Source: an optimization exercise on an open RTL-to-GDS flow (aim: small area). Production flows keep margins and buffers that such runs may drop.
The RTL was checked by simulation tests, not by an equivalence proof against the original design.
Power and IR drop assume default switching activity.

==> flow/design.v (outline; a module is shown in full before it is edited, if it fits) <==
// module mul_s0: 532 lines
// module mul_s1: 598 lines
// module fa_cell: 4 lines
// module ha_cell: 4 lines
// module mult_mem_top: 103 lines
// module mux2: 9 lines
module mult_mem_top (
    input  logic        clk,
    input  logic        rst,
    input  logic        EN_mult,
    input  logic        EN_blockRead,
    input  logic [15:0] mult_input0,
    input  logic [15:0] mult_input1,
    output logic        RDY_mult,
    output logic        VALID_memVal,
    output logic [31:0] memVal_data
);
  // ...
==> flow/run.sh <==
#!/bin/bash
# synth_recipe.tcl (not shown) runs the flow's synth.tcl, then flattens the netlist and writes it again
# the make line also repeats each setting of config.mk as NAME=value (left out here)
make -C /OpenROAD-flow-scripts/flow DESIGN_CONFIG=/design/flow/config.mk WORK_HOME=/design/flow/orfs CLKGATE_MAP_FILE= SYNTH_SCRIPT=/design/flow/synth_recipe.tcl finish
==> flow/config.mk <==
export PLATFORM = sky130hd
export DESIGN_NAME = mult_mem_top
export DESIGN_NICKNAME = mult_mem_top
export VERILOG_FILES = /design/flow/design.v
export SDC_FILE = /design/flow/constraint.sdc
export NUM_CORES = 4
export LEC_CHECK = 0
export CAP_MARGIN = 0
export CORE_MARGIN = 2
export CORE_UTILIZATION = 65
export CTS_CLUSTER_DIAMETER = 100
export CTS_CLUSTER_SIZE = 30
export SLEW_MARGIN = 0
export SYNTH_HIERARCHICAL = 1
export SYNTH_MINIMUM_KEEP_SIZE = 0
==> flow/constraint.sdc <==
create_clock -name core_clock -period 4.5 [get_ports {clk}]
set_input_delay 0.9000 -clock core_clock [delete_from_list [all_inputs] [get_ports {clk}]]
set_output_delay 0.9000 -clock core_clock [all_outputs]
set_load 0.01 [all_outputs]
==> impl_metrics.toml, run 1 <==
[pwr]
max-vdd-ir-drop_v = 0.0004524

[logic_synthesis]
yosys.area.top_type = "dfxtp_1"
synth_top_area_share_pct = 76.83
synth_seq_area_share_pct = 77.38
synth_simple_gate_area_share_pct = 4.756
synth_compound_area_share_pct = 7.779
synthMuxAreaShare_pct = 0.02077

[run_status]
status = "finished clean"

[final_layout]
seq_area_share_pct = 69.93
largest_register_ffs = 2048
antenna_cells = 0
area_share_nonclk_buffers_pct = 3.380
nFlopsAndLatches = 2091

[die]
dieHeight_um = 292.8
die_area_um2 = 85750
initial_core_util_pct = 65.83

[sta]
setup_viol = 0
slew_violations = 0
finalCriticalPeriod_ns = 4.405

[routing]
num_vias = 24930
final_antenna_net_count = 0

[hold_path]
hold_path_class = "reg -> reg"
hp-start = "m[1462]"

[global_route]
busiest_layer = "met2"

[placement]
placed_area_um2 = 57380
==> module mul_s0, before the edit <==
module mul_s0 (input logic [15:0] a, input logic [7:0] b, output logic [23:0] p);
    logic pp1;
    assign pp1 = a[0] & b[0];
    logic pp2;
    assign pp2 = a[1] & b[0];
    logic pp3;
    assign pp3 = a[2] & b[0];
    logic pp4;
    assign pp4 = a[3] & b[0];
    logic pp5;
    assign pp5 = a[4] & b[0];
    logic pp6;
    assign pp6 = a[5] & b[0];
    logic pp7;
    assign pp7 = a[6] & b[0];
    logic pp8;
    assign pp8 = a[7] & b[0];
    logic pp9;
    assign pp9 = a[8] & b[0];
    logic pp10;
    assign pp10 = a[9] & b[0];
    logic pp11;
    assign pp11 = a[10] & b[0];
    logic pp12;
    assign pp12 = a[11] & b[0];
    logic pp13;
    assign pp13 = a[12] & b[0];
    logic pp14;
    assign pp14 = a[13] & b[0];
    logic pp15;
    assign pp15 = a[14] & b[0];
    logic pp16;
    assign pp16 = a[15] & b[0];
    logic pp17;
    assign pp17 = a[0] & b[1];
    logic pp18;
    assign pp18 = a[1] & b[1];
    logic pp19;
    assign pp19 = a[2] & b[1];
    logic pp20;
    assign pp20 = a[3] & b[1];
    logic pp21;
    assign pp21 = a[4] & b[1];
    logic pp22;
    assign pp22 = a[5] & b[1];
    logic pp23;
    assign pp23 = a[6] & b[1];
    logic pp24;
    assign pp24 = a[7] & b[1];
    logic pp25;
    assign pp25 = a[8] & b[1];
    logic pp26;
    assign pp26 = a[9] & b[1];
    logic pp27;
    assign pp27 = a[10] & b[1];
    logic pp28;
    assign pp28 = a[11] & b[1];
    logic pp29;
    assign pp29 = a[12] & b[1];
    logic pp30;
    assign pp30 = a[13] & b[1];
    logic pp31;
    assign pp31 = a[14] & b[1];
    logic pp32;
    assign pp32 = a[15] & b[1];
    logic pp33;
    assign pp33 = a[0] & b[2];
    logic pp34;
    assign pp34 = a[1] & b[2];
    logic pp35;
    assign pp35 = a[2] & b[2];
    logic pp36;
    assign pp36 = a[3] & b[2];
    logic pp37;
    assign pp37 = a[4] & b[2];
    logic pp38;
    assign pp38 = a[5] & b[2];
    logic pp39;
    assign pp39 = a[6] & b[2];
    logic pp40;
    assign pp40 = a[7] & b[2];
    logic pp41;
    assign pp41 = a[8] & b[2];
    logic pp42;
    assign pp42 = a[9] & b[2];
    logic pp43;
    assign pp43 = a[10] & b[2];
    logic pp44;
    assign pp44 = a[11] & b[2];
    logic pp45;
    assign pp45 = a[12] & b[2];
    logic pp46;
    assign pp46 = a[13] & b[2];
    logic pp47;
    assign pp47 = a[14] & b[2];
    logic pp48;
    assign pp48 = a[15] & b[2];
    logic pp49;
    assign pp49 = a[0] & b[3];
    logic pp50;
    assign pp50 = a[1] & b[3];
    logic pp51;
    assign pp51 = a[2] & b[3];
    logic pp52;
    assign pp52 = a[3] & b[3];
    logic pp53;
    assign pp53 = a[4] & b[3];
    logic pp54;
    assign pp54 = a[5] & b[3];
    logic pp55;
    assign pp55 = a[6] & b[3];
    logic pp56;
    assign pp56 = a[7] & b[3];
    logic pp57;
    assign pp57 = a[8] & b[3];
    logic pp58;
    assign pp58 = a[9] & b[3];
    logic pp59;
    assign pp59 = a[10] & b[3];
    logic pp60;
    assign pp60 = a[11] & b[3];
    logic pp61;
    assign pp61 = a[12] & b[3];
    logic pp62;
    assign pp62 = a[13] & b[3];
    logic pp63;
    assign pp63 = a[14] & b[3];
    logic pp64;
    assign pp64 = a[15] & b[3];
    logic pp65;
    assign pp65 = a[0] & b[4];
    logic pp66;
    assign pp66 = a[1] & b[4];
    logic pp67;
    assign pp67 = a[2] & b[4];
    logic pp68;
    assign pp68 = a[3] & b[4];
    logic pp69;
    assign pp69 = a[4] & b[4];
    logic pp70;
    assign pp70 = a[5] & b[4];
    logic pp71;
    assign pp71 = a[6] & b[4];
    logic pp72;
    assign pp72 = a[7] & b[4];
    logic pp73;
    assign pp73 = a[8] & b[4];
    logic pp74;
    assign pp74 = a[9] & b[4];
    logic pp75;
    assign pp75 = a[10] & b[4];
    logic pp76;
    assign pp76 = a[11] & b[4];
    logic pp77;
    assign pp77 = a[12] & b[4];
    logic pp78;
    assign pp78 = a[13] & b[4];
    logic pp79;
    assign pp79 = a[14] & b[4];
    logic pp80;
    assign pp80 = a[15] & b[4];
    logic pp81;
    assign pp81 = a[0] & b[5];
    logic pp82;
    assign pp82 = a[1] & b[5];
    logic pp83;
    assign pp83 = a[2] & b[5];
    logic pp84;
    assign pp84 = a[3] & b[5];
    logic pp85;
    assign pp85 = a[4] & b[5];
    logic pp86;
    assign pp86 = a[5] & b[5];
    logic pp87;
    assign pp87 = a[6] & b[5];
    logic pp88;
    assign pp88 = a[7] & b[5];
    logic pp89;
    assign pp89 = a[8] & b[5];
    logic pp90;
    assign pp90 = a[9] & b[5];
    logic pp91;
    assign pp91 = a[10] & b[5];
    logic pp92;
    assign pp92 = a[11] & b[5];
    logic pp93;
    assign pp93 = a[12] & b[5];
    logic pp94;
    assign pp94 = a[13] & b[5];
    logic pp95;
    assign pp95 = a[14] & b[5];
    logic pp96;
    assign pp96 = a[15] & b[5];
    logic pp97;
    assign pp97 = a[0] & b[6];
    logic pp98;
    assign pp98 = a[1] & b[6];
    logic pp99;
    assign pp99 = a[2] & b[6];
    logic pp100;
    assign pp100 = a[3] & b[6];
    logic pp101;
    assign pp101 = a[4] & b[6];
    logic pp102;
    assign pp102 = a[5] & b[6];
    logic pp103;
    assign pp103 = a[6] & b[6];
    logic pp104;
    assign pp104 = a[7] & b[6];
    logic pp105;
    assign pp105 = a[8] & b[6];
    logic pp106;
    assign pp106 = a[9] & b[6];
    logic pp107;
    assign pp107 = a[10] & b[6];
    logic pp108;
    assign pp108 = a[11] & b[6];
    logic pp109;
    assign pp109 = a[12] & b[6];
    logic pp110;
    assign pp110 = a[13] & b[6];
    logic pp111;
    assign pp111 = a[14] & b[6];
    logic pp112;
    assign pp112 = a[15] & b[6];
    logic pp113;
    assign pp113 = a[0] & b[7];
    logic pp114;
    assign pp114 = a[1] & b[7];
    logic pp115;
    assign pp115 = a[2] & b[7];
    logic pp116;
    assign pp116 = a[3] & b[7];
    logic pp117;
    assign pp117 = a[4] & b[7];
    logic pp118;
    assign pp118 = a[5] & b[7];
    logic pp119;
    assign pp119 = a[6] & b[7];
    logic pp120;
    assign pp120 = a[7] & b[7];
    logic pp121;
    assign pp121 = a[8] & b[7];
    logic pp122;
    assign pp122 = a[9] & b[7];
    logic pp123;
    assign pp123 = a[10] & b[7];
    logic pp124;
    assign pp124 = a[11] & b[7];
    logic pp125;
    assign pp125 = a[12] & b[7];
    logic pp126;
    assign pp126 = a[13] & b[7];
    logic pp127;
    assign pp127 = a[14] & b[7];
    logic pp128;
    assign pp128 = a[15] & b[7];
    logic s129;
    logic c130;
    ha_cell u_s129 (.x(pp7), .y(pp22), .s(s129), .c(c130));
    logic s131;
    logic c132;
    fa_cell u_s131 (.x(pp8), .y(pp23), .z(pp38), .s(s131), .c(c132));
    logic s133;
    logic c134;
    ha_cell u_s133 (.x(pp53), .y(pp68), .s(s133), .c(c134));
    logic s135;
    logic c136;
    fa_cell u_s135 (.x(pp9), .y(pp24), .z(pp39), .s(s135), .c(c136));
    logic s137;
    logic c138;
    fa_cell u_s137 (.x(pp54), .y(pp69), .z(pp84), .s(s137), .c(c138));
    logic s139;
    logic c140;
    fa_cell u_s139 (.x(pp10), .y(pp25), .z(pp40), .s(s139), .c(c140));
    logic s141;
    logic c142;
    fa_cell u_s141 (.x(pp55), .y(pp70), .z(pp85), .s(s141), .c(c142));
    logic s143;
    logic c144;
    fa_cell u_s143 (.x(pp11), .y(pp26), .z(pp41), .s(s143), .c(c144));
    logic s145;
    logic c146;
    fa_cell u_s145 (.x(pp56), .y(pp71), .z(pp86), .s(s145), .c(c146));
    logic s147;
    logic c148;
    fa_cell u_s147 (.x(pp12), .y(pp27), .z(pp42), .s(s147), .c(c148));
    logic s149;
    logic c150;
    fa_cell u_s149 (.x(pp57), .y(pp72), .z(pp87), .s(s149), .c(c150));
    logic s151;
    logic c152;
    fa_cell u_s151 (.x(pp13), .y(pp28), .z(pp43), .s(s151), .c(c152));
    logic s153;
    logic c154;
    fa_cell u_s153 (.x(pp58), .y(pp73), .z(pp88), .s(s153), .c(c154));
    logic s155;
    logic c156;
    fa_cell u_s155 (.x(pp14), .y(pp29), .z(pp44), .s(s155), .c(c156));
    logic s157;
    logic c158;
    fa_cell u_s157 (.x(pp59), .y(pp74), .z(pp89), .s(s157), .c(c158));
    logic s159;
    logic c160;
    fa_cell u_s159 (.x(pp15), .y(pp30), .z(pp45), .s(s159), .c(c160));
    logic s161;
    logic c162;
    fa_cell u_s161 (.x(pp60), .y(pp75), .z(pp90), .s(s161), .c(c162));
    logic s163;
    logic c164;
    fa_cell u_s163 (.x(pp16), .y(pp31), .z(pp46), .s(s163), .c(c164));
    logic s165;
    logic c166;
    fa_cell u_s165 (.x(pp61), .y(pp76), .z(pp91), .s(s165), .c(c166));
    logic s167;
    logic c168;
    fa_cell u_s167 (.x(pp32), .y(pp47), .z(pp62), .s(s167), .c(c168));
    logic s169;
    logic c170;
    ha_cell u_s169 (.x(pp77), .y(pp92), .s(s169), .c(c170));
    logic s171;
    logic c172;
    fa_cell u_s171 (.x(pp48), .y(pp63), .z(pp78), .s(s171), .c(c172));
    logic s173;
    logic c174;
    ha_cell u_s173 (.x(pp5), .y(pp20), .s(s173), .c(c174));
    logic s175;
    logic c176;
    fa_cell u_s175 (.x(pp6), .y(pp21), .z(pp36), .s(s175), .c(c176));
    logic s177;
    logic c178;
    ha_cell u_s177 (.x(pp51), .y(pp66), .s(s177), .c(c178));
    logic s179;
    logic c180;
    fa_cell u_s179 (.x(pp37), .y(pp52), .z(pp67), .s(s179), .c(c180));
    logic s181;
    logic c182;
    fa_cell u_s181 (.x(pp82), .y(pp97), .z(s129), .s(s181), .c(c182));
    logic s183;
    logic c184;
    fa_cell u_s183 (.x(pp83), .y(pp98), .z(pp113), .s(s183), .c(c184));
    logic s185;
    logic c186;
    fa_cell u_s185 (.x(s131), .y(s133), .z(c130), .s(s185), .c(c186));
    logic s187;
    logic c188;
    fa_cell u_s187 (.x(pp99), .y(pp114), .z(s135), .s(s187), .c(c188));
    logic s189;
    logic c190;
    fa_cell u_s189 (.x(s137), .y(c132), .z(c134), .s(s189), .c(c190));
    logic s191;
    logic c192;
    fa_cell u_s191 (.x(pp100), .y(pp115), .z(s139), .s(s191), .c(c192));
    logic s193;
    logic c194;
    fa_cell u_s193 (.x(s141), .y(c136), .z(c138), .s(s193), .c(c194));
    logic s195;
    logic c196;
    fa_cell u_s195 (.x(pp101), .y(pp116), .z(s143), .s(s195), .c(c196));
    logic s197;
    logic c198;
    fa_cell u_s197 (.x(s145), .y(c140), .z(c142), .s(s197), .c(c198));
    logic s199;
    logic c200;
    fa_cell u_s199 (.x(pp102), .y(pp117), .z(s147), .s(s199), .c(c200));
    logic s201;
    logic c202;
    fa_cell u_s201 (.x(s149), .y(c144), .z(c146), .s(s201), .c(c202));
    logic s203;
    logic c204;
    fa_cell u_s203 (.x(pp103), .y(pp118), .z(s151), .s(s203), .c(c204));
    logic s205;
    logic c206;
    fa_cell u_s205 (.x(s153), .y(c148), .z(c150), .s(s205), .c(c206));
    logic s207;
    logic c208;
    fa_cell u_s207 (.x(pp104), .y(pp119), .z(s155), .s(s207), .c(c208));
    logic s209;
    logic c210;
    fa_cell u_s209 (.x(s157), .y(c152), .z(c154), .s(s209), .c(c210));
    logic s211;
    logic c212;
    fa_cell u_s211 (.x(pp105), .y(pp120), .z(s159), .s(s211), .c(c212));
    logic s213;
    logic c214;
    fa_cell u_s213 (.x(s161), .y(c156), .z(c158), .s(s213), .c(c214));
    logic s215;
    logic c216;
    fa_cell u_s215 (.x(pp106), .y(pp121), .z(s163), .s(s215), .c(c216));
    logic s217;
    logic c218;
    fa_cell u_s217 (.x(s165), .y(c160), .z(c162), .s(s217), .c(c218));
    logic s219;
    logic c220;
    fa_cell u_s219 (.x(pp107), .y(pp122), .z(s167), .s(s219), .c(c220));
    logic s221;
    logic c222;
    fa_cell u_s221 (.x(s169), .y(c164), .z(c166), .s(s221), .c(c222));
    logic s223;
    logic c224;
    fa_cell u_s223 (.x(pp93), .y(pp108), .z(pp123), .s(s223), .c(c224));
    logic s225;
    logic c226;
    fa_cell u_s225 (.x(s171), .y(c168), .z(c170), .s(s225), .c(c226));
    logic s227;
    logic c228;
    fa_cell u_s227 (.x(pp64), .y(pp79), .z(pp94), .s(s227), .c(c228));
    logic s229;
    logic c230;
    fa_cell u_s229 (.x(pp109), .y(pp124), .z(c172), .s(s229), .c(c230));
    logic s231;
    logic c232;
    fa_cell u_s231 (.x(pp80), .y(pp95), .z(pp110), .s(s231), .c(c232));
    logic s233;
    logic c234;
    ha_cell u_s233 (.x(pp4), .y(pp19), .s(s233), .c(c234));
    logic s235;
    logic c236;
    fa_cell u_s235 (.x(pp35), .y(pp50), .z(pp65), .s(s235), .c(c236));
    logic s237;
    logic c238;
    fa_cell u_s237 (.x(pp81), .y(s175), .z(s177), .s(s237), .c(c238));
    logic s239;
    logic c240;
    fa_cell u_s239 (.x(s179), .y(s181), .z(c176), .s(s239), .c(c240));
    logic s241;
    logic c242;
    fa_cell u_s241 (.x(s183), .y(s185), .z(c180), .s(s241), .c(c242));
    logic s243;
    logic c244;
    fa_cell u_s243 (.x(s187), .y(s189), .z(c184), .s(s243), .c(c244));
    logic s245;
    logic c246;
    fa_cell u_s245 (.x(s191), .y(s193), .z(c188), .s(s245), .c(c246));
    logic s247;
    logic c248;
    fa_cell u_s247 (.x(s195), .y(s197), .z(c192), .s(s247), .c(c248));
    logic s249;
    logic c250;
    fa_cell u_s249 (.x(s199), .y(s201), .z(c196), .s(s249), .c(c250));
    logic s251;
    logic c252;
    fa_cell u_s251 (.x(s203), .y(s205), .z(c200), .s(s251), .c(c252));
    logic s253;
    logic c254;
    fa_cell u_s253 (.x(s207), .y(s209), .z(c204), .s(s253), .c(c254));
    logic s255;
    logic c256;
    fa_cell u_s255 (.x(s211), .y(s213), .z(c208), .s(s255), .c(c256));
    logic s257;
    logic c258;
    fa_cell u_s257 (.x(s215), .y(s217), .z(c212), .s(s257), .c(c258));
    logic s259;
    logic c260;
    fa_cell u_s259 (.x(s219), .y(s221), .z(c216), .s(s259), .c(c260));
    logic s261;
    logic c262;
    fa_cell u_s261 (.x(s223), .y(s225), .z(c220), .s(s261), .c(c262));
    logic s263;
    logic c264;
    fa_cell u_s263 (.x(s227), .y(s229), .z(c224), .s(s263), .c(c264));
    logic s265;
    logic c266;
    fa_cell u_s265 (.x(pp125), .y(s231), .z(c228), .s(s265), .c(c266));
    logic s267;
    logic c268;
    fa_cell u_s267 (.x(pp96), .y(pp111), .z(pp126), .s(s267), .c(c268));
    logic s269;
    logic c270;
    ha_cell u_s269 (.x(pp3), .y(pp18), .s(s269), .c(c270));
    logic s271;
    logic c272;
    fa_cell u_s271 (.x(pp34), .y(pp49), .z(s233), .s(s271), .c(c272));
    logic s273;
    logic c274;
    fa_cell u_s273 (.x(s173), .y(s235), .z(c234), .s(s273), .c(c274));
    logic s275;
    logic c276;
    fa_cell u_s275 (.x(c174), .y(s237), .z(c236), .s(s275), .c(c276));
    logic s277;
    logic c278;
    fa_cell u_s277 (.x(c178), .y(s239), .z(c238), .s(s277), .c(c278));
    logic s279;
    logic c280;
    fa_cell u_s279 (.x(c182), .y(s241), .z(c240), .s(s279), .c(c280));
    logic s281;
    logic c282;
    fa_cell u_s281 (.x(c186), .y(s243), .z(c242), .s(s281), .c(c282));
    logic s283;
    logic c284;
    fa_cell u_s283 (.x(c190), .y(s245), .z(c244), .s(s283), .c(c284));
    logic s285;
    logic c286;
    fa_cell u_s285 (.x(c194), .y(s247), .z(c246), .s(s285), .c(c286));
    logic s287;
    logic c288;
    fa_cell u_s287 (.x(c198), .y(s249), .z(c248), .s(s287), .c(c288));
    logic s289;
    logic c290;
    fa_cell u_s289 (.x(c202), .y(s251), .z(c250), .s(s289), .c(c290));
    logic s291;
    logic c292;
    fa_cell u_s291 (.x(c206), .y(s253), .z(c252), .s(s291), .c(c292));
    logic s293;
    logic c294;
    fa_cell u_s293 (.x(c210), .y(s255), .z(c254), .s(s293), .c(c294));
    logic s295;
    logic c296;
    fa_cell u_s295 (.x(c214), .y(s257), .z(c256), .s(s295), .c(c296));
    logic s297;
    logic c298;
    fa_cell u_s297 (.x(c218), .y(s259), .z(c258), .s(s297), .c(c298));
    logic s299;
    logic c300;
    fa_cell u_s299 (.x(c222), .y(s261), .z(c260), .s(s299), .c(c300));
    logic s301;
    logic c302;
    fa_cell u_s301 (.x(c226), .y(s263), .z(c262), .s(s301), .c(c302));
    logic s303;
    logic c304;
    fa_cell u_s303 (.x(c230), .y(s265), .z(c264), .s(s303), .c(c304));
    logic s305;
    logic c306;
    fa_cell u_s305 (.x(c232), .y(s267), .z(c266), .s(s305), .c(c306));
    logic s307;
    logic c308;
    fa_cell u_s307 (.x(pp112), .y(pp127), .z(c268), .s(s307), .c(c308));
    logic [23:0] sum309;
    assign sum309 = {1'b0, pp128, s307, s305, s303, s301, s299, s297, s295, s293, s291, s289, s287, s285, s283, s281, s279, s277, s275, s273, s271, pp33, pp2, pp1}
        + {1'b0, c308, c306, c304, c302, c300, c298, c296, c294, c292, c290, c288, c286, c284, c282, c280, c278, c276, c274, c272, c270, s269, pp17, 1'b0};
    assign p = {sum309[23], sum309[22], sum309[21], sum309[20], sum309[19], sum309[18], sum309[17], sum309[16], sum309[15], sum309[14], sum309[13], sum309[12], sum309[11], sum309[10], sum309[9], sum309[8], sum309[7], sum309[6], sum309[5], sum309[4], sum309[3], sum309[2], sum309[1], sum309[0]};
endmodule
==> inputs of run 2 (changes only) <==
--- a/flow/design.v
+++ b/flow/design.v
@@ -527,8 +527,263 @@
     fa_cell u_s307 (.x(pp112), .y(pp127), .z(c268), .s(s307), .c(c308));
-    logic [23:0] sum309;
-    assign sum309 = {1'b0, pp128, s307, s305, s303, s301, s299, s297, s295, s293, s291, s289, s287, s285, s283, s281, s279, s277, s275, s273, s271, pp33, pp2, pp1}
-        + {1'b0, c308, c306, c304, c302, c300, c298, c296, c294, c292, c290, c288, c286, c284, c282, c280, c278, c276, c274, c272, c270, s269, pp17, 1'b0};
-    assign p = {sum309[23], sum309[22], sum309[21], sum309[20], sum309[19], sum309[18], sum309[17], sum309[16], sum309[15], sum309[14], sum309[13], sum309[12], sum309[11], sum309[10], sum309[9], sum309[8], sum309[7], sum309[6], sum309[5], sum309[4], sum309[3], sum309[2], sum309[1], sum309[0]};
+    logic p309;
+    logic g310;
+    ha_cell u_p309 (.x(pp2), .y(pp17), .s(p309), .c(g310));
+    logic p311;
+    logic g312;
+    ha_cell u_p311 (.x(pp33), .y(s269), .s(p311), .c(g312));
+    logic p313;
+    logic g314;
+    ha_cell u_p313 (.x(s271), .y(c270), .s(p313), .c(g314));
+    logic p315;
+    logic g316;
+    ha_cell u_p315 (.x(s273), .y(c272), .s(p315), .c(g316));
+    logic p317;
+    logic g318;
+    ha_cell u_p317 (.x(s275), .y(c274), .s(p317), .c(g318));
+    logic p319;
+    logic g320;
+    ha_cell u_p319 (.x(s277), .y(c276), .s(p319), .c(g320));
+    logic p321;
+    logic g322;
+    ha_cell u_p321 (.x(s279), .y(c278), .s(p321), .c(g322));
+    logic p323;
+    logic g324;
+    ha_cell u_p323 (.x(s281), .y(c280), .s(p323), .c(g324));
+    logic p325;
+    logic g326;
+    ha_cell u_p325 (.x(s283), .y(c282), .s(p325), .c(g326));
+    logic p327;
+    logic g328;
+    ha_cell u_p327 (.x(s285), .y(c284), .s(p327), .c(g328));
+    logic p329;
+    logic g330;
+    ha_cell u_p329 (.x(s287), .y(c286), .s(p329), .c(g330));
+    logic p331;
+    logic g332;
+    ha_cell u_p331 (.x(s289), .y(c288), .s(p331), .c(g332));
+    logic p333;
+    logic g334;
+    ha_cell u_p333 (.x(s291), .y(c290), .s(p333), .c(g334));
+    logic p335;
+    logic g336;
+    ha_cell u_p335 (.x(s293), .y(c292), .s(p335), .c(g336));
+    logic p337;
+    logic g338;
+    ha_cell u_p337 (.x(s295), .y(c294), .s(p337), .c(g338));
+    logic p339;
+    logic g340;
+    ha_cell u_p339 (.x(s297), .y(c296), .s(p339), .c(g340));
+    logic p341;
+    logic g342;
+    ha_cell u_p341 (.x(s299), .y(c298), .s(p341), .c(g342));
+    logic p343;
+    logic g344;
+    ha_cell u_p343 (.x(s301), .y(c300), .s(p343), .c(g344));
+    logic p345;
+    logic g346;
+    ha_cell u_p345 (.x(s303), .y(c302), .s(p345), .c(g346));
+    logic p347;
+    logic g348;
+    ha_cell u_p347 (.x(s305), .y(c304), .s(p347), .c(g348));
+    logic p349;
+    logic g350;
+    ha_cell u_p349 (.x(s307), .y(c306), .s(p349), .c(g350));
+    logic p351;
+    logic g352;
+    ha_cell u_p351 (.x(pp128), .y(c308), .s(p351), .c(g352));
+    logic G353;
+    assign G353 = g312 | (p311 & g310);
+    logic P354;
+    assign P354 = p311 & p309;
+    logic G355;
+    assign G355 = g316 | (p315 & g314);
+    logic P356;
+    assign P356 = p315 & p313;
+    logic G357;
+    assign G357 = g320 | (p319 & g318);
+    logic P358;
+    assign P358 = p319 & p317;
+    logic G359;
+    assign G359 = g324 | (p323 & g322);
+    logic P360;
+    assign P360 = p323 & p321;
+    logic G361;
+    assign G361 = g328 | (p327 & g326);
+    logic P362;
+    assign P362 = p327 & p325;
+    logic G363;
+    assign G363 = g332 | (p331 & g330);
+    logic P364;
+    assign P364 = p331 & p329;
+    logic G365;
+    assign G365 = g336 | (p335 & g334);
+    logic P366;
+    assign P366 = p335 & p333;
+    logic G367;
+    assign G367 = g340 | (p339 & g338);
+    logic P368;
+    assign P368 = p339 & p337;
+    logic G369;
+    assign G369 = g344 | (p343 & g342);
+    logic P370;
+    assign P370 = p343 & p341;
+    logic G371;
+    assign G371 = g348 | (p347 & g346);
+    logic P372;
+    assign P372 = p347 & p345;
+    logic G373;
+    assign G373 = g352 | (p351 & g350);
+    logic P374;
+    assign P374 = p351 & p349;
+    logic G375;
+    assign G375 = G355 | (P356 & G353);
+    logic P376;
+    assign P376 = P356 & P354;
+    logic G377;
+    assign G377 = G359 | (P360 & G357);
+    logic P378;
+    assign P378 = P360 & P358;
+    logic G379;
+    assign G379 = G363 | (P364 & G361);
+    logic P380;
+    assign P380 = P364 & P362;
+    logic G381;
+    assign G381 = G367 | (P368 & G365);
+    logic P382;
+    assign P382 = P368 & P366;
+    logic G383;
+    assign G383 = G371 | (P372 & G369);
+    logic P384;
+    assign P384 = P372 & P370;
+    logic G385;
+    assign G385 = G377 | (P378 & G375);
+    logic P386;
+    assign P386 = P378 & P376;
+    logic G387;
+    assign G387 = G381 | (P382 & G379);
+    logic P388;
+    assign P388 = P382 & P380;
+    logic G389;
+    assign G389 = G387 | (P388 & G385);
+    logic P390;
+    assign P390 = P388 & P386;
+    logic G391;
+    assign G391 = G379 | (P380 & G385);
+    logic P392;
+    assign P392 = P380 & P386;
+    logic G393;
+    assign G393 = G383 | (P384 & G389);
+    logic P394;
+    assign P394 = P384 & P390;
+    logic G395;
+    assign G395 = G357 | (P358 & G375);
+    logic P396;
+    assign P396 = P358 & P376;
+    logic G397;
+    assign G397 = G361 | (P362 & G385);
+    logic P398;
+    assign P398 = P362 & P386;
+    logic G399;
+    assign G399 = G365 | (P366 & G391);
+    logic P400;
+    assign P400 = P366 & P392;
+    logic G401;
+    assign G401 = G369 | (P370 & G389);
+    logic P402;
+    assign P402 = P370 & P390;
+    logic G403;
+    assign G403 = G373 | (P374 & G393);
+    logic P404;
+    assign P404 = P374 & P394;
+    logic G405;
+    assign G405 = g314 | (p313 & G353);
+    logic P406;
+    assign P406 = p313 & P354;
+    logic G407;
+    assign G407 = g318 | (p317 & G375);
+    logic P408;
+    assign P408 = p317 & P376;
+    logic G409;
+    assign G409 = g322 | (p321 & G395);
+    logic P410;
+    assign P410 = p321 & P396;
+    logic G411;
+    assign G411 = g326 | (p325 & G385);
+    logic P412;
+    assign P412 = p325 & P386;
+    logic G413;
+    assign G413 = g330 | (p329 & G397);
+    logic P414;
+    assign P414 = p329 & P398;
+    logic G415;
+    assign G415 = g334 | (p333 & G391);
+    logic P416;
+    assign P416 = p333 & P392;
+    logic G417;
+    assign G417 = g338 | (p337 & G399);
+    logic P418;
+    assign P418 = p337 & P400;
+    logic G419;
+    assign G419 = g342 | (p341 & G389);
+    logic P420;
+    assign P420 = p341 & P390;
+    logic G421;
+    assign G421 = g346 | (p345 & G401);
+    logic P422;
+    assign P422 = p345 & P402;
+    logic G423;
+    assign G423 = g350 | (p349 & G393);
+    logic P424;
+    assign P424 = p349 & P394;
+    logic G425;
+    assign G425 = 1'b0 | (1'b0 & G403);
+    logic P426;
+    assign P426 = 1'b0 & P404;
+    logic o427;
+    assign o427 = p311 ^ g310;
+    logic o428;
+    assign o428 = p313 ^ G353;
+    logic o429;
+    assign o429 = p315 ^ G405;
+    logic o430;
+    assign o430 = p317 ^ G375;
+    logic o431;
+    assign o431 = p319 ^ G407;
+    logic o432;
+    assign o432 = p321 ^ G395;
+    logic o433;
+    assign o433 = p323 ^ G409;
+    logic o434;
+    assign o434 = p325 ^ G385;
+    logic o435;
+    assign o435 = p327 ^ G411;
+    logic o436;
+    assign o436 = p329 ^ G397;
+    logic o437;
+    assign o437 = p331 ^ G413;
+    logic o438;
+    assign o438 = p333 ^ G391;
+    logic o439;
+    assign o439 = p335 ^ G415;
+    logic o440;
+    assign o440 = p337 ^ G399;
+    logic o441;
+    assign o441 = p339 ^ G417;
+    logic o442;
+    assign o442 = p341 ^ G389;
+    logic o443;
+    assign o443 = p343 ^ G419;
+    logic o444;
+    assign o444 = p345 ^ G401;
+    logic o445;
+    assign o445 = p347 ^ G421;
+    logic o446;
+    assign o446 = p349 ^ G393;
+    logic o447;
+    assign o447 = p351 ^ G423;
+    logic o448;
+    assign o448 = 1'b0 ^ G403;
+    assign p = {o448, o447, o446, o445, o444, o443, o442, o441, o440, o439, o438, o437, o436, o435, o434, o433, o432, o431, o430, o429, o428, o427, p309, pp1};
 endmodule
-module mul_s1 (input logic [15:0] a, input logic [7:0] b, input logic [31:0] l, output logic [31:0] p);
+module mul_s1 (input logic [15:0] a, input logic [7:0] b, input logic [23:0] l, output logic [31:0] p);
     logic pp1;
@@ -881,250 +1136,505 @@
     logic c190;
-    fa_cell u_s189 (.x(l[24]), .y(pp32), .z(pp47), .s(s189), .c(c190));
+    fa_cell u_s189 (.x(pp32), .y(pp47), .z(pp62), .s(s189), .c(c190));
     logic s191;
     logic c192;
-    fa_cell u_s191 (.x(pp62), .y(pp77), .z(pp92), .s(s191), .c(c192));
+    fa_cell u_s191 (.x(pp77), .y(pp92), .z(pp107), .s(s191), .c(c192));
     logic s193;
     logic c194;
-    ha_cell u_s193 (.x(pp107), .y(pp122), .s(s193), .c(c194));
+    fa_cell u_s193 (.x(pp48), .y(pp63), .z(pp78), .s(s193), .c(c194));
     logic s195;
     logic c196;
-    fa_cell u_s195 (.x(l[25]), .y(pp48), .z(pp63), .s(s195), .c(c196));
+    ha_cell u_s195 (.x(l[11]), .y(pp4), .s(s195), .c(c196));
     logic s197;
     logic c198;
-    fa_cell u_s197 (.x(pp78), .y(pp93), .z(pp108), .s(s197), .c(c198));
+    fa_cell u_s197 (.x(l[12]), .y(pp5), .z(pp20), .s(s197), .c(c198));
     logic s199;
     logic c200;
-    fa_cell u_s199 (.x(l[26]), .y(pp64), .z(pp79), .s(s199), .c(c200));
+    ha_cell u_s199 (.x(pp35), .y(pp50), .s(s199), .c(c200));
     logic s201;
     logic c202;
-    ha_cell u_s201 (.x(l[11]), .y(pp4), .s(s201), .c(c202));
+    fa_cell u_s201 (.x(pp21), .y(pp36), .z(pp51), .s(s201), .c(c202));
     logic s203;
     logic c204;
-    fa_cell u_s203 (.x(l[12]), .y(pp5), .z(pp20), .s(s203), .c(c204));
+    fa_cell u_s203 (.x(pp66), .y(pp81), .z(s129), .s(s203), .c(c204));
     logic s205;
     logic c206;
-    ha_cell u_s205 (.x(pp35), .y(pp50), .s(s205), .c(c206));
+    fa_cell u_s205 (.x(pp67), .y(pp82), .z(pp97), .s(s205), .c(c206));
     logic s207;
     logic c208;
-    fa_cell u_s207 (.x(pp21), .y(pp36), .z(pp51), .s(s207), .c(c208));
+    fa_cell u_s207 (.x(s131), .y(s133), .z(c130), .s(s207), .c(c208));
     logic s209;
     logic c210;
-    fa_cell u_s209 (.x(pp66), .y(pp81), .z(s129), .s(s209), .c(c210));
+    fa_cell u_s209 (.x(pp113), .y(s135), .z(s137), .s(s209), .c(c210));
     logic s211;
     logic c212;
-    fa_cell u_s211 (.x(pp67), .y(pp82), .z(pp97), .s(s211), .c(c212));
+    fa_cell u_s211 (.x(s139), .y(c132), .z(c134), .s(s211), .c(c212));
     logic s213;
     logic c214;
-    fa_cell u_s213 (.x(s131), .y(s133), .z(c130), .s(s213), .c(c214));
+    fa_cell u_s213 (.x(s141), .y(s143), .z(s145), .s(s213), .c(c214));
     logic s215;
     logic c216;
-    fa_cell u_s215 (.x(pp113), .y(s135), .z(s137), .s(s215), .c(c216));
+    fa_cell u_s215 (.x(c136), .y(c138), .z(c140), .s(s215), .c(c216));
     logic s217;
     logic c218;
-    fa_cell u_s217 (.x(s139), .y(c132), .z(c134), .s(s217), .c(c218));
+    fa_cell u_s217 (.x(s147), .y(s149), .z(s151), .s(s217), .c(c218));
     logic s219;
     logic c220;
-    fa_cell u_s219 (.x(s141), .y(s143), .z(s145), .s(s219), .c(c220));
+    fa_cell u_s219 (.x(c142), .y(c144), .z(c146), .s(s219), .c(c220));
     logic s221;
     logic c222;
-    fa_cell u_s221 (.x(c136), .y(c138), .z(c140), .s(s221), .c(c222));
+    fa_cell u_s221 (.x(s153), .y(s155), .z(s157), .s(s221), .c(c222));
     logic s223;
     logic c224;
-    fa_cell u_s223 (.x(s147), .y(s149), .z(s151), .s(s223), .c(c224));
+    fa_cell u_s223 (.x(c148), .y(c150), .z(c152), .s(s223), .c(c224));
     logic s225;
     logic c226;
-    fa_cell u_s225 (.x(c142), .y(c144), .z(c146), .s(s225), .c(c226));
+    fa_cell u_s225 (.x(s159), .y(s161), .z(s163), .s(s225), .c(c226));
     logic s227;
     logic c228;
-    fa_cell u_s227 (.x(s153), .y(s155), .z(s157), .s(s227), .c(c228));
+    fa_cell u_s227 (.x(c154), .y(c156), .z(c158), .s(s227), .c(c228));
     logic s229;
     logic c230;
-    fa_cell u_s229 (.x(c148), .y(c150), .z(c152), .s(s229), .c(c230));
+    fa_cell u_s229 (.x(s165), .y(s167), .z(s169), .s(s229), .c(c230));
     logic s231;
     logic c232;
-    fa_cell u_s231 (.x(s159), .y(s161), .z(s163), .s(s231), .c(c232));
+    fa_cell u_s231 (.x(c160), .y(c162), .z(c164), .s(s231), .c(c232));
     logic s233;
     logic c234;
-    fa_cell u_s233 (.x(c154), .y(c156), .z(c158), .s(s233), .c(c234));
+    fa_cell u_s233 (.x(s171), .y(s173), .z(s175), .s(s233), .c(c234));
     logic s235;
     logic c236;
-    fa_cell u_s235 (.x(s165), .y(s167), .z(s169), .s(s235), .c(c236));
+    fa_cell u_s235 (.x(c166), .y(c168), .z(c170), .s(s235), .c(c236));
     logic s237;
     logic c238;
-    fa_cell u_s237 (.x(c160), .y(c162), .z(c164), .s(s237), .c(c238));
+    fa_cell u_s237 (.x(s177), .y(s179), .z(s181), .s(s237), .c(c238));
     logic s239;
     logic c240;
-    fa_cell u_s239 (.x(s171), .y(s173), .z(s175), .s(s239), .c(c240));
+    fa_cell u_s239 (.x(c172), .y(c174), .z(c176), .s(s239), .c(c240));
     logic s241;
     logic c242;
-    fa_cell u_s241 (.x(c166), .y(c168), .z(c170), .s(s241), .c(c242));
+    fa_cell u_s241 (.x(s183), .y(s185), .z(s187), .s(s241), .c(c242));
     logic s243;
     logic c244;
-    fa_cell u_s243 (.x(s177), .y(s179), .z(s181), .s(s243), .c(c244));
+    fa_cell u_s243 (.x(c178), .y(c180), .z(c182), .s(s243), .c(c244));
     logic s245;
     logic c246;
-    fa_cell u_s245 (.x(c172), .y(c174), .z(c176), .s(s245), .c(c246));
+    fa_cell u_s245 (.x(pp122), .y(s189), .z(s191), .s(s245), .c(c246));
     logic s247;
     logic c248;
-    fa_cell u_s247 (.x(s183), .y(s185), .z(s187), .s(s247), .c(c248));
+    fa_cell u_s247 (.x(c184), .y(c186), .z(c188), .s(s247), .c(c248));
     logic s249;
     logic c250;
-    fa_cell u_s249 (.x(c178), .y(c180), .z(c182), .s(s249), .c(c250));
+    fa_cell u_s249 (.x(pp93), .y(pp108), .z(pp123), .s(s249), .c(c250));
     logic s251;
     logic c252;
-    fa_cell u_s251 (.x(s189), .y(s191), .z(s193), .s(s251), .c(c252));
+    fa_cell u_s251 (.x(s193), .y(c190), .z(c192), .s(s251), .c(c252));
     logic s253;
     logic c254;
-    fa_cell u_s253 (.x(c184), .y(c186), .z(c188), .s(s253), .c(c254));
+    fa_cell u_s253 (.x(pp64), .y(pp79), .z(pp94), .s(s253), .c(c254));
     logic s255;
     logic c256;
-    fa_cell u_s255 (.x(pp123), .y(s195), .z(s197), .s(s255), .c(c256));
+    fa_cell u_s255 (.x(pp109), .y(pp124), .z(c194), .s(s255), .c(c256));
     logic s257;
     logic c258;
-    fa_cell u_s257 (.x(c190), .y(c192), .z(c194), .s(s257), .c(c258));
+    fa_cell u_s257 (.x(pp80), .y(pp95), .z(pp110), .s(s257), .c(c258));
     logic s259;
     logic c260;
-    fa_cell u_s259 (.x(pp94), .y(pp109), .z(pp124), .s(s259), .c(c260));
+    ha_cell u_s259 (.x(l[10]), .y(pp3), .s(s259), .c(c260));
     logic s261;
     logic c262;
-    fa_cell u_s261 (.x(s199), .y(c196), .z(c198), .s(s261), .c(c262));
+    fa_cell u_s261 (.x(pp19), .y(pp34), .z(pp49), .s(s261), .c(c262));
     logic s263;
     logic c264;
-    fa_cell u_s263 (.x(l[27]), .y(pp80), .z(pp95), .s(s263), .c(c264));
+    fa_cell u_s263 (.x(pp65), .y(s197), .z(s199), .s(s263), .c(c264));
     logic s265;
     logic c266;
-    fa_cell u_s265 (.x(pp110), .y(pp125), .z(c200), .s(s265), .c(c266));
+    fa_cell u_s265 (.x(s201), .y(s203), .z(c198), .s(s265), .c(c266));
     logic s267;
     logic c268;
-    fa_cell u_s267 (.x(l[28]), .y(pp96), .z(pp111), .s(s267), .c(c268));
+    fa_cell u_s267 (.x(s205), .y(s207), .z(c202), .s(s267), .c(c268));
     logic s269;
     logic c270;
-    ha_cell u_s269 (.x(l[10]), .y(pp3), .s(s269), .c(c270));
+    fa_cell u_s269 (.x(s209), .y(s211), .z(c206), .s(s269), .c(c270));
     logic s271;
     logic c272;
-    fa_cell u_s271 (.x(pp19), .y(pp34), .z(pp49), .s(s271), .c(c272));
+    fa_cell u_s271 (.x(s213), .y(s215), .z(c210), .s(s271), .c(c272));
     logic s273;
     logic c274;
-    fa_cell u_s273 (.x(pp65), .y(s203), .z(s205), .s(s273), .c(c274));
+    fa_cell u_s273 (.x(s217), .y(s219), .z(c214), .s(s273), .c(c274));
     logic s275;
     logic c276;
-    fa_cell u_s275 (.x(s207), .y(s209), .z(c204), .s(s275), .c(c276));
+    fa_cell u_s275 (.x(s221), .y(s223), .z(c218), .s(s275), .c(c276));
     logic s277;
     logic c278;
-    fa_cell u_s277 (.x(s211), .y(s213), .z(c208), .s(s277), .c(c278));
+    fa_cell u_s277 (.x(s225), .y(s227), .z(c222), .s(s277), .c(c278));
     logic s279;
     logic c280;
-    fa_cell u_s279 (.x(s215), .y(s217), .z(c212), .s(s279), .c(c280));
+    fa_cell u_s279 (.x(s229), .y(s231), .z(c226), .s(s279), .c(c280));
     logic s281;
     logic c282;
-    fa_cell u_s281 (.x(s219), .y(s221), .z(c216), .s(s281), .c(c282));
+    fa_cell u_s281 (.x(s233), .y(s235), .z(c230), .s(s281), .c(c282));
     logic s283;
     logic c284;
-    fa_cell u_s283 (.x(s223), .y(s225), .z(c220), .s(s283), .c(c284));
+    fa_cell u_s283 (.x(s237), .y(s239), .z(c234), .s(s283), .c(c284));
     logic s285;
     logic c286;
-    fa_cell u_s285 (.x(s227), .y(s229), .z(c224), .s(s285), .c(c286));
+    fa_cell u_s285 (.x(s241), .y(s243), .z(c238), .s(s285), .c(c286));
     logic s287;
     logic c288;
-    fa_cell u_s287 (.x(s231), .y(s233), .z(c228), .s(s287), .c(c288));
+    fa_cell u_s287 (.x(s245), .y(s247), .z(c242), .s(s287), .c(c288));
     logic s289;
     logic c290;
-    fa_cell u_s289 (.x(s235), .y(s237), .z(c232), .s(s289), .c(c290));
+    fa_cell u_s289 (.x(s249), .y(s251), .z(c246), .s(s289), .c(c290));
     logic s291;
     logic c292;
-    fa_cell u_s291 (.x(s239), .y(s241), .z(c236), .s(s291), .c(c292));
+    fa_cell u_s291 (.x(s253), .y(s255), .z(c250), .s(s291), .c(c292));
     logic s293;
     logic c294;
-    fa_cell u_s293 (.x(s243), .y(s245), .z(c240), .s(s293), .c(c294));
+    fa_cell u_s293 (.x(pp125), .y(s257), .z(c254), .s(s293), .c(c294));
     logic s295;
     logic c296;
-    fa_cell u_s295 (.x(s247), .y(s249), .z(c244), .s(s295), .c(c296));
+    fa_cell u_s295 (.x(pp96), .y(pp111), .z(pp126), .s(s295), .c(c296));
     logic s297;
     logic c298;
-    fa_cell u_s297 (.x(s251), .y(s253), .z(c248), .s(s297), .c(c298));
+    ha_cell u_s297 (.x(l[9]), .y(pp2), .s(s297), .c(c298));
     logic s299;
     logic c300;
-    fa_cell u_s299 (.x(s255), .y(s257), .z(c252), .s(s299), .c(c300));
+    fa_cell u_s299 (.x(pp18), .y(pp33), .z(s259), .s(s299), .c(c300));
     logic s301;
     logic c302;
-    fa_cell u_s301 (.x(s259), .y(s261), .z(c256), .s(s301), .c(c302));
+    fa_cell u_s301 (.x(s195), .y(s261), .z(c260), .s(s301), .c(c302));
     logic s303;
     logic c304;
-    fa_cell u_s303 (.x(s263), .y(s265), .z(c260), .s(s303), .c(c304));
+    fa_cell u_s303 (.x(c196), .y(s263), .z(c262), .s(s303), .c(c304));
     logic s305;
     logic c306;
-    fa_cell u_s305 (.x(pp126), .y(s267), .z(c264), .s(s305), .c(c306));
+    fa_cell u_s305 (.x(c200), .y(s265), .z(c264), .s(s305), .c(c306));
     logic s307;
     logic c308;
-    fa_cell u_s307 (.x(l[29]), .y(pp112), .z(pp127), .s(s307), .c(c308));
+    fa_cell u_s307 (.x(c204), .y(s267), .z(c266), .s(s307), .c(c308));
     logic s309;
     logic c310;
-    ha_cell u_s309 (.x(l[9]), .y(pp2), .s(s309), .c(c310));
+    fa_cell u_s309 (.x(c208), .y(s269), .z(c268), .s(s309), .c(c310));
     logic s311;
     logic c312;
-    fa_cell u_s311 (.x(pp18), .y(pp33), .z(s269), .s(s311), .c(c312));
+    fa_cell u_s311 (.x(c212), .y(s271), .z(c270), .s(s311), .c(c312));
     logic s313;
     logic c314;
-    fa_cell u_s313 (.x(s201), .y(s271), .z(c270), .s(s313), .c(c314));
+    fa_cell u_s313 (.x(c216), .y(s273), .z(c272), .s(s313), .c(c314));
     logic s315;
     logic c316;
-    fa_cell u_s315 (.x(c202), .y(s273), .z(c272), .s(s315), .c(c316));
+    fa_cell u_s315 (.x(c220), .y(s275), .z(c274), .s(s315), .c(c316));
     logic s317;
     logic c318;
-    fa_cell u_s317 (.x(c206), .y(s275), .z(c274), .s(s317), .c(c318));
+    fa_cell u_s317 (.x(c224), .y(s277), .z(c276), .s(s317), .c(c318));
     logic s319;
     logic c320;
-    fa_cell u_s319 (.x(c210), .y(s277), .z(c276), .s(s319), .c(c320));
+    fa_cell u_s319 (.x(c228), .y(s279), .z(c278), .s(s319), .c(c320));
     logic s321;
     logic c322;
-    fa_cell u_s321 (.x(c214), .y(s279), .z(c278), .s(s321), .c(c322));
+    fa_cell u_s321 (.x(c232), .y(s281), .z(c280), .s(s321), .c(c322));
     logic s323;
     logic c324;
-    fa_cell u_s323 (.x(c218), .y(s281), .z(c280), .s(s323), .c(c324));
+    fa_cell u_s323 (.x(c236), .y(s283), .z(c282), .s(s323), .c(c324));
     logic s325;
     logic c326;
-    fa_cell u_s325 (.x(c222), .y(s283), .z(c282), .s(s325), .c(c326));
+    fa_cell u_s325 (.x(c240), .y(s285), .z(c284), .s(s325), .c(c326));
     logic s327;
     logic c328;
-    fa_cell u_s327 (.x(c226), .y(s285), .z(c284), .s(s327), .c(c328));
+    fa_cell u_s327 (.x(c244), .y(s287), .z(c286), .s(s327), .c(c328));
     logic s329;
     logic c330;
-    fa_cell u_s329 (.x(c230), .y(s287), .z(c286), .s(s329), .c(c330));
+    fa_cell u_s329 (.x(c248), .y(s289), .z(c288), .s(s329), .c(c330));
     logic s331;
     logic c332;
-    fa_cell u_s331 (.x(c234), .y(s289), .z(c288), .s(s331), .c(c332));
+    fa_cell u_s331 (.x(c252), .y(s291), .z(c290), .s(s331), .c(c332));
     logic s333;
     logic c334;
-    fa_cell u_s333 (.x(c238), .y(s291), .z(c290), .s(s333), .c(c334));
+    fa_cell u_s333 (.x(c256), .y(s293), .z(c292), .s(s333), .c(c334));
     logic s335;
     logic c336;
-    fa_cell u_s335 (.x(c242), .y(s293), .z(c292), .s(s335), .c(c336));
+    fa_cell u_s335 (.x(c258), .y(s295), .z(c294), .s(s335), .c(c336));
     logic s337;
     logic c338;
-    fa_cell u_s337 (.x(c246), .y(s295), .z(c294), .s(s337), .c(c338));
-    logic s339;
-    logic c340;
-    fa_cell u_s339 (.x(c250), .y(s297), .z(c296), .s(s339), .c(c340));
-    logic s341;
-    logic c342;
-    fa_cell u_s341 (.x(c254), .y(s299), .z(c298), .s(s341), .c(c342));
-    logic s343;
-    logic c344;
-    fa_cell u_s343 (.x(c258), .y(s301), .z(c300), .s(s343), .c(c344));
-    logic s345;
-    logic c346;
-    fa_cell u_s345 (.x(c262), .y(s303), .z(c302), .s(s345), .c(c346));
-    logic s347;
-    logic c348;
-    fa_cell u_s347 (.x(c266), .y(s305), .z(c304), .s(s347), .c(c348));
-    logic s349;
-    logic c350;
-    fa_cell u_s349 (.x(c268), .y(s307), .z(c306), .s(s349), .c(c350));
-    logic s351;
-    logic c352;
-    fa_cell u_s351 (.x(l[30]), .y(pp128), .z(c308), .s(s351), .c(c352));
-    logic [31:0] sum353;
-    assign sum353 = {l[31], s351, s349, s347, s345, s343, s341, s339, s337, s335, s333, s331, s329, s327, s325, s323, s321, s319, s317, s315, s313, s311, pp17, l[8], l[7], l[6], l[5], l[4], l[3], l[2], l[1], l[0]}
-        + {c352, c350, c348, c346, c344, c342, c340, c338, c336, c334, c332, c330, c328, c326, c324, c322, c320, c318, c316, c314, c312, c310, s309, pp1, 1'b0, 1'b0, 1'b0, 1'b0, 1'b0, 1'b0, 1'b0, 1'b0};
-    assign p = {sum353[31], sum353[30], sum353[29], sum353[28], sum353[27], sum353[26], sum353[25], sum353[24], sum353[23], sum353[22], sum353[21], sum353[20], sum353[19], sum353[18], sum353[17], sum353[16], sum353[15], sum353[14], sum353[13], sum353[12], sum353[11], sum353[10], sum353[9], sum353[8], sum353[7], sum353[6], sum353[5], sum353[4], sum353[3], sum353[2], sum353[1], sum353[0]};
+    fa_cell u_s337 (.x(pp112), .y(pp127), .z(c296), .s(s337), .c(c338));
+    logic p339;
+    logic g340;
+    ha_cell u_p339 (.x(l[8]), .y(pp1), .s(p339), .c(g340));
+    logic p341;
+    logic g342;
+    ha_cell u_p341 (.x(pp17), .y(s297), .s(p341), .c(g342));
+    logic p343;
+    logic g344;
+    ha_cell u_p343 (.x(s299), .y(c298), .s(p343), .c(g344));
+    logic p345;
+    logic g346;
+    ha_cell u_p345 (.x(s301), .y(c300), .s(p345), .c(g346));
+    logic p347;
+    logic g348;
+    ha_cell u_p347 (.x(s303), .y(c302), .s(p347), .c(g348));
+    logic p349;
+    logic g350;
+    ha_cell u_p349 (.x(s305), .y(c304), .s(p349), .c(g350));
+    logic p351;
+    logic g352;
+    ha_cell u_p351 (.x(s307), .y(c306), .s(p351), .c(g352));
+    logic p353;
+    logic g354;
+    ha_cell u_p353 (.x(s309), .y(c308), .s(p353), .c(g354));
+    logic p355;
+    logic g356;
+    ha_cell u_p355 (.x(s311), .y(c310), .s(p355), .c(g356));
+    logic p357;
+    logic g358;
+    ha_cell u_p357 (.x(s313), .y(c312), .s(p357), .c(g358));
+    logic p359;
+    logic g360;
+    ha_cell u_p359 (.x(s315), .y(c314), .s(p359), .c(g360));
+    logic p361;
+    logic g362;
+    ha_cell u_p361 (.x(s317), .y(c316), .s(p361), .c(g362));
+    logic p363;
+    logic g364;
+    ha_cell u_p363 (.x(s319), .y(c318), .s(p363), .c(g364));
+    logic p365;
+    logic g366;
+    ha_cell u_p365 (.x(s321), .y(c320), .s(p365), .c(g366));
+    logic p367;
+    logic g368;
+    ha_cell u_p367 (.x(s323), .y(c322), .s(p367), .c(g368));
+    logic p369;
+    logic g370;
+    ha_cell u_p369 (.x(s325), .y(c324), .s(p369), .c(g370));
+    logic p371;
+    logic g372;
+    ha_cell u_p371 (.x(s327), .y(c326), .s(p371), .c(g372));
+    logic p373;
+    logic g374;
+    ha_cell u_p373 (.x(s329), .y(c328), .s(p373), .c(g374));
+    logic p375;
+    logic g376;
+    ha_cell u_p375 (.x(s331), .y(c330), .s(p375), .c(g376));
+    logic p377;
+    logic g378;
+    ha_cell u_p377 (.x(s333), .y(c332), .s(p377), .c(g378));
+    logic p379;
+    logic g380;
+    ha_cell u_p379 (.x(s335), .y(c334), .s(p379), .c(g380));
+    logic p381;
+    logic g382;
+    ha_cell u_p381 (.x(s337), .y(c336), .s(p381), .c(g382));
+    logic p383;
+    logic g384;
+    ha_cell u_p383 (.x(pp128), .y(c338), .s(p383), .c(g384));
+    logic G385;
+    assign G385 = g342 | (p341 & g340);
+    logic P386;
+    assign P386 = p341 & p339;
+    logic G387;
+    assign G387 = g346 | (p345 & g344);
+    logic P388;
+    assign P388 = p345 & p343;
+    logic G389;
+    assign G389 = g350 | (p349 & g348);
+    logic P390;
+    assign P390 = p349 & p347;
+    logic G391;
+    assign G391 = g354 | (p353 & g352);
+    logic P392;
+    assign P392 = p353 & p351;
+    logic G393;
+    assign G393 = g358 | (p357 & g356);
+    logic P394;
+    assign P394 = p357 & p355;
+    logic G395;
+    assign G395 = g362 | (p361 & g360);
+    logic P396;
+    assign P396 = p361 & p359;
+    logic G397;
+    assign G397 = g366 | (p365 & g364);
+    logic P398;
+    assign P398 = p365 & p363;
+    logic G399;
+    assign G399 = g370 | (p369 & g368);
+    logic P400;
+    assign P400 = p369 & p367;
+    logic G401;
+    assign G401 = g374 | (p373 & g372);
+    logic P402;
+    assign P402 = p373 & p371;
+    logic G403;
+    assign G403 = g378 | (p377 & g376);
+    logic P404;
+    assign P404 = p377 & p375;
+    logic G405;
+    assign G405 = g382 | (p381 & g380);
+    logic P406;
+    assign P406 = p381 & p379;
+    logic G407;
+    assign G407 = 1'b0 | (1'b0 & g384);
+    logic P408;
+    assign P408 = 1'b0 & p383;
+    logic G409;
+    assign G409 = G387 | (P388 & G385);
+    logic P410;
+    assign P410 = P388 & P386;
+    logic G411;
+    assign G411 = G391 | (P392 & G389);
+    logic P412;
+    assign P412 = P392 & P390;
+    logic G413;
+    assign G413 = G395 | (P396 & G393);
+    logic P414;
+    assign P414 = P396 & P394;
+    logic G415;
+    assign G415 = G399 | (P400 & G397);
+    logic P416;
+    assign P416 = P400 & P398;
+    logic G417;
+    assign G417 = G403 | (P404 & G401);
+    logic P418;
+    assign P418 = P404 & P402;
+    logic G419;
+    assign G419 = G407 | (P408 & G405);
+    logic P420;
+    assign P420 = P408 & P406;
+    logic G421;
+    assign G421 = G411 | (P412 & G409);
+    logic P422;
+    assign P422 = P412 & P410;
+    logic G423;
+    assign G423 = G415 | (P416 & G413);
+    logic P424;
+    assign P424 = P416 & P414;
+    logic G425;
+    assign G425 = G419 | (P420 & G417);
+    logic P426;
+    assign P426 = P420 & P418;
+    logic G427;
+    assign G427 = G423 | (P424 & G421);
+    logic P428;
+    assign P428 = P424 & P422;
+    logic G429;
+    assign G429 = G425 | (P426 & G427);
+    logic P430;
+    assign P430 = P426 & P428;
+    logic G431;
+    assign G431 = G413 | (P414 & G421);
+    logic P432;
+    assign P432 = P414 & P422;
+    logic G433;
+    assign G433 = G417 | (P418 & G427);
+    logic P434;
+    assign P434 = P418 & P428;
+    logic G435;
+    assign G435 = G389 | (P390 & G409);
+    logic P436;
+    assign P436 = P390 & P410;
+    logic G437;
+    assign G437 = G393 | (P394 & G421);
+    logic P438;
+    assign P438 = P394 & P422;
+    logic G439;
+    assign G439 = G397 | (P398 & G431);
+    logic P440;
+    assign P440 = P398 & P432;
+    logic G441;
+    assign G441 = G401 | (P402 & G427);
+    logic P442;
+    assign P442 = P402 & P428;
+    logic G443;
+    assign G443 = G405 | (P406 & G433);
+    logic P444;
+    assign P444 = P406 & P434;
+    logic G445;
+    assign G445 = g344 | (p343 & G385);
+    logic P446;
+    assign P446 = p343 & P386;
+    logic G447;
+    assign G447 = g348 | (p347 & G409);
+    logic P448;
+    assign P448 = p347 & P410;
+    logic G449;
+    assign G449 = g352 | (p351 & G435);
+    logic P450;
+    assign P450 = p351 & P436;
+    logic G451;
+    assign G451 = g356 | (p355 & G421);
+    logic P452;
+    assign P452 = p355 & P422;
+    logic G453;
+    assign G453 = g360 | (p359 & G437);
+    logic P454;
+    assign P454 = p359 & P438;
+    logic G455;
+    assign G455 = g364 | (p363 & G431);
+    logic P456;
+    assign P456 = p363 & P432;
+    logic G457;
+    assign G457 = g368 | (p367 & G439);
+    logic P458;
+    assign P458 = p367 & P440;
+    logic G459;
+    assign G459 = g372 | (p371 & G427);
+    logic P460;
+    assign P460 = p371 & P428;
+    logic G461;
+    assign G461 = g376 | (p375 & G441);
+    logic P462;
+    assign P462 = p375 & P442;
+    logic G463;
+    assign G463 = g380 | (p379 & G433);
+    logic P464;
+    assign P464 = p379 & P434;
+    logic G465;
+    assign G465 = g384 | (p383 & G443);
+    logic P466;
+    assign P466 = p383 & P444;
+    logic o467;
+    assign o467 = p341 ^ g340;
+    logic o468;
+    assign o468 = p343 ^ G385;
+    logic o469;
+    assign o469 = p345 ^ G445;
+    logic o470;
+    assign o470 = p347 ^ G409;
+    logic o471;
+    assign o471 = p349 ^ G447;
+    logic o472;
+    assign o472 = p351 ^ G435;
+    logic o473;
+    assign o473 = p353 ^ G449;
+    logic o474;
+    assign o474 = p355 ^ G421;
+    logic o475;
+    assign o475 = p357 ^ G451;
+    logic o476;
+    assign o476 = p359 ^ G437;
+    logic o477;
+    assign o477 = p361 ^ G453;
+    logic o478;
+    assign o478 = p363 ^ G431;
+    logic o479;
+    assign o479 = p365 ^ G455;
+    logic o480;
+    assign o480 = p367 ^ G439;
+    logic o481;
+    assign o481 = p369 ^ G457;
+    logic o482;
+    assign o482 = p371 ^ G427;
+    logic o483;
+    assign o483 = p373 ^ G459;
+    logic o484;
+    assign o484 = p375 ^ G441;
+    logic o485;
+    assign o485 = p377 ^ G461;
+    logic o486;
+    assign o486 = p379 ^ G433;
+    logic o487;
+    assign o487 = p381 ^ G463;
+    logic o488;
+    assign o488 = p383 ^ G443;
+    logic o489;
+    assign o489 = 1'b0 ^ G465;
+    assign p = {o489, o488, o487, o486, o485, o484, o483, o482, o481, o480, o479, o478, o477, o476, o475, o474, o473, o472, o471, o470, o469, o468, o467, p339, l[7], l[6], l[5], l[4], l[3], l[2], l[1], l[0]};
 endmodule
@@ -1157,3 +1667,2 @@
     logic [15:0] a0;
-    logic [7:4]  b0;       
     logic [31:0] prod;
@@ -1161,4 +1670,4 @@
     mul_s0 u_lo (.a(mult_input0), .b(mult_input1[7:0]), .p(lo));
-    mul_s1 u_hi (.a(a0), .b({b0[7:4], m[0][27:24]}),
-                 .l({m[0][31:24] & {8{!conv}}, m[0][23:0]}), .p(prod));
+    logic [7:4]  b0;       
+    mul_s1 u_hi (.a(a0), .b({b0[7:4], m[0][27:24]}), .l(m[0][23:0]), .p(prod));
     logic idle, start, push, chain;
@@ -1203,33 +1712,14 @@
     end
-    logic [63:0][31:0] d;   
-    logic [7:0][31:0]  dj;    
-    logic [7:0]        sj;    
-    logic [7:0][31:0]  aj;    
-    logic [7:0][31:0]  bj;
-    assign sj[0] = push;
-    assign aj[0] = {mult_input1[15:8], lo};
-    assign bj[0] = m[7];
-    for (genvar g = 1; g < 8; g++) begin : grp
-        assign sj[g] = chain;
-        assign aj[g] = m[8*g-1];
-        assign bj[g] = m[8*g+7];
-    end
-    for (genvar g = 0; g < 8; g++) begin : gw
-        for (genvar k = 0; k < 32; k++) begin : gb
-            mux2 u_j (.s(sj[g]), .sn(!sj[g]), .a(aj[g][k]), .b(bj[g][k]), .y(dj[g][k]));
-        end
-    end
-    for (genvar w = 0; w < 64; w++) begin : wd
-        if (w == 1)
-            assign d[w] = prod;
-        else if (w % 8 == 0)
-            assign d[w] = dj[w/8];
-        else
-            assign d[w] = m[w-1];
-    end
     always_ff @(posedge clk) begin
-        a0   <= push ? mult_input0 : 16'd0;
+        a0   <= mult_input0;
         b0   <= mult_input1[15:12];
         conv <= push;
-        m    <= d;
+        for (int g = 0; g < 8; g++) begin
+            for (int j = (g == 0) ? 2 : 1; j < 8; j++)
+                m[8*g+j] <= m[8*g+j-1];
+        end
+        m[0] <= push ? {mult_input1[15:8], lo} : m[7];
+        m[1] <= conv ? prod : m[0];
+        for (int g = 1; g < 8; g++)
+            m[8*g] <= chain ? m[8*g-1] : m[8*g+7];
     end
@@ -1241,10 +1731 @@
 endmodule
-module mux2 (
-    input  logic s,
-    input  logic sn,
-    input  logic a,
-    input  logic b,
-    output logic y
-);
-    assign y = (s & a) | (sn & b);
-endmodule
==> run 2 against run 1 <==
  * Now fails the layout checks on setup timing
  * Sequential share of layout area is 1.0 points lower
  * Total power is 13% higher
  * Core utilization is 1.1 points lower
  * Die area is 2.3% higher
  * Register-to-register slack worse by 0.20 ns
  * Fmax is 4.0% lower
  * Combinational power is 77% higher
  * Via count is 5.8% lower
  * Critical path type is now reg -> reg
  * Critical endpoint is now m[62]
==> impl_metrics.toml, run 2 <==
[run_status]
status = "finished with violations"
check.faults = "setup timing"

[final_layout]
antenna_cells = 0
final_cell_mix = "dfxtp_1 (2069), and2_1 (237), fa_1 (161)"
regMostFlops = "m"
area_delta_synth_final_pct = 9.863
reg_top3 = "m (2048), a0 (16), tsel (8)"
largest_register_ffs = 2048

[placement]
portBuffers = 69
routabilityCongestion = 0.8340

[die]
die_area_um2 = 87680
core_area_um2 = 84880
dieHeight_um = 296.1
dieWidth_um = 296.1
initial_core_util_pct = 65.34
std_cell_rows = 107

[sta]
rsz0062_at_grt = "yes"
skew_ns = 0.03586
finalCritPeriodShare_pct = 102.0
setup_viol = 6
finalCriticalPeriod_ns = 4.588
setup_tns_ns = -0.2392
hold_viol_final = 0
clock.fmax_mhz = 217.9
setup_slack_ns = -0.08835
slew_violations = 0

[setup_path]
crit_chain = "buf_8 > and2_4 > fa_1 > fa_1 > fa_1 > fa_1 > ha_4 > nand2_2 > buf_4 > nor3_2 > buf_4 > a41oi_2 > a31oi_1 > ha_2 > mux2_2"
critPathSlowestCell = "fa_1"
worstPathRequired_ns = 5.05
endpoint_kind = "flip-flop"
crit_fanout = 5
crit_type = "reg -> reg"
cpMostUsedCell = "fa_1"
r2r_cells = 15
r2r-end = "m[62]"
worst-path-buf-inv = 3
cp-endpoint = "m[62]"

[logic_synthesis]
synth_xor_area_share_pct = 0.4264
synth_top_area_share_pct = 75.11
yosys.area.top_type = "dfxtp_1"
ys.flop_type = "dfxtp_1"
synth_compound_area_share_pct = 2.529
syn_nets = 3790
synth_top_family_by_area = "adder cells"
synth_seq_area_share_pct = 75.66
synth-edff-count = 10
ys.warnings.count = 7
synth_fa_ha_area_share_pct = 8.654
ys_top_cells_by_area = "dfxtp_1 (75%), fa_1 (6.5%), mux2_4 (4.0%), and2_1 (3.0%), mux2_2 (2.2%)"
synth.distinct_cells = 59
synthMuxAreaShare_pct = 6.224
synth_simple_gate_area_share_pct = 4.871

[routing]
drc = 0
drt_iter0_drc = 953
final_antenna_net_count = 0
num_vias = 23480

[global_route]
grt_pass1_wl_um = 130800
grt_usage_pct = 18.81
grt_pass1_vias = 24810
grt_overflow = 0
antenna_found_initial = 1
grt_start_max_net_pins = 120

[clocking]
clk_latency_ns = 0.66
cts_tree = "yes"
h-tree-depth = 3
ctsHoldBuffers = 0
clkTransAtPathRegs_ns = 0.11

[hold_path]
hold_path_class = "reg -> reg"

[flow_run]
drv_cap = 0

[pwr]
p_leak_nw = 25.32
max-vdd-ir-drop_v = 0.001105
==> run 2: changes by cell type in the layout (fill, tap and decap cells not counted), moves of 11 or more <==
cell / delta
a22o_1: -256
mux2_4: +150
mux2_2: +105
nand2_1: +84
and2_1: -31
fa_1: -23
a21oi_1: -22
and2_4: +15
fa_2: +15
nor2b_1: -13
xor2_1: -12
buf_4: -11
inv_1: -11
o21ai_0: -11
==> run 2: cell families after synthesis <==
logic type      count (synthesis)
buf+inv                       148
fa+ha+maj                     275
compound gates                190
mux                           257
xor+xnor                       27
simple gates                  491
flops                        2091
==> run 2: metrics by stage <==
stage	std cells	area (µm²)	worst slack, ns	hold WS [ns]	utilization [%]
2_1_floorplan	3479	55770	-0.4932	0.3096	-
3_3_place_gp	4687	58020	-1.345	0.3095	68.35
3_5_place_dp	4687	58020	-1.320	0.3121	68.35
4_1_cts	4792	60560	-0.09978	0.3095	71.35
5_1_grt	4797	60930	-0.2145	0.3208	71.79
6_report	4797	60930	-0.08835	0.3078	71.79
==> run 2: layout make-up <==
class,count,area (µm²)
clock buffers,84,2038
flip-flops and latches,2091,41990
multi-input cells,1240,13370
fillers,5543,23950
well taps,1144,1431
inverters,14,60.06
clock inverters,7,140.1
repair buffers,217,1909
==> run 2: worst min-delay path by stage <==
stage                start  slack, ns  depth (start not counted)      end
floorplan           m[968]       0.31                          0  m[1000]
global placement    m[103]       0.31                          0   m[135]
detailed placement  m[986]       0.31                          0  m[1018]
CTS                 m[617]       0.31                          0   m[649]
global route        m[655]       0.32                          0   m[687]
finish              m[707]       0.31                          0   m[739]
==> run 2: layer usage <==
layer / wire (µm) / GRT usage [%] / part of all wire, %
met1: 40150 / 26.80 / 49
met3: 2668 / 2.556 / 3.3
met2: 37540 / 30.64 / 46
met5: 0 / 0 / 0
met4: 1615 / 4.890 / 2.0
==> run 2: worst register-to-register path, delay by kind of cell (launching register included) <==
kind,cells,cell delay [ns]
fa+ha+maj,6,2.63
buf+inv,3,0.43
simple gates,3,0.40
flops,1,0.39
compound gates,2,0.36
mux,1,0.26
==> run 2: power breakdown <==
group / switching [W] / leakage (nW) / total [W] / internal [W]
registers: 0.000737 / 17.0 / 0.0214 / 0.0206
logic: 0.00570 / 7.30 / 0.0120 / 0.00626
clock network: 0.00510 / 1.06 / 0.00843 / 0.00333
total: 0.0115 / 25.3 / 0.0418 / 0.0302
==> run 2: repair_timing <==
item                       in CTS  in global routing
setup endpoints to repair      30                 27
gates cloned                    1                  0
pin swaps                      84                119
gates resized for setup       141                 89
setup buffers                  13                  6
==> run 2: per-module statistics from Yosys, one instance, submodules excluded <==
module / times used / area, µm²
ha_cell: 59 / 12.51
mult_mem_top: 1 / 47880
mul_s0: 1 / 1583
fa_cell: 181 / 20.02
mul_s1: 1 / 1635

static timing again, ports no longer ideal:
The results above use ideal ports. As a check the final layouts listed here were re-extracted and re-timed, cells and wires unchanged.
Step 1 (the two cells are an assumption about what drives the block):
set clk [get_ports {clk}]
set_driving_cell -lib_cell sky130_fd_sc_hd__clkbuf_16 $clk
set_driving_cell -lib_cell sky130_fd_sc_hd__buf_2 [delete_from_list [all_inputs] $clk]
Step 2 times the ports against the registers' clock, not the clock port: input delays grow and output delays shrink by t, the midpoint of the rising clock arrivals with the driver on.
a / b / c = no drivers / after step 1 / after step 2; a / b = the first two.
run	t (ns)	setup WS [ns]	clock arrival spread, ns	slew at the worst register clock pin (ns)
run 1	0.712	0.095 / 0.108 / -0.581	0.049 / 0.049	0.11 / 0.11
run 2	0.714	-0.088 / -0.088 / -0.712	0.038 / 0.039	0.11 / 0.11
Met with ideal ports but missed after step 2: setup timing in run 1. The setup slack of run 1, which loses most, moves by +0.013 ns with the drivers and by -0.676 ns with both steps.
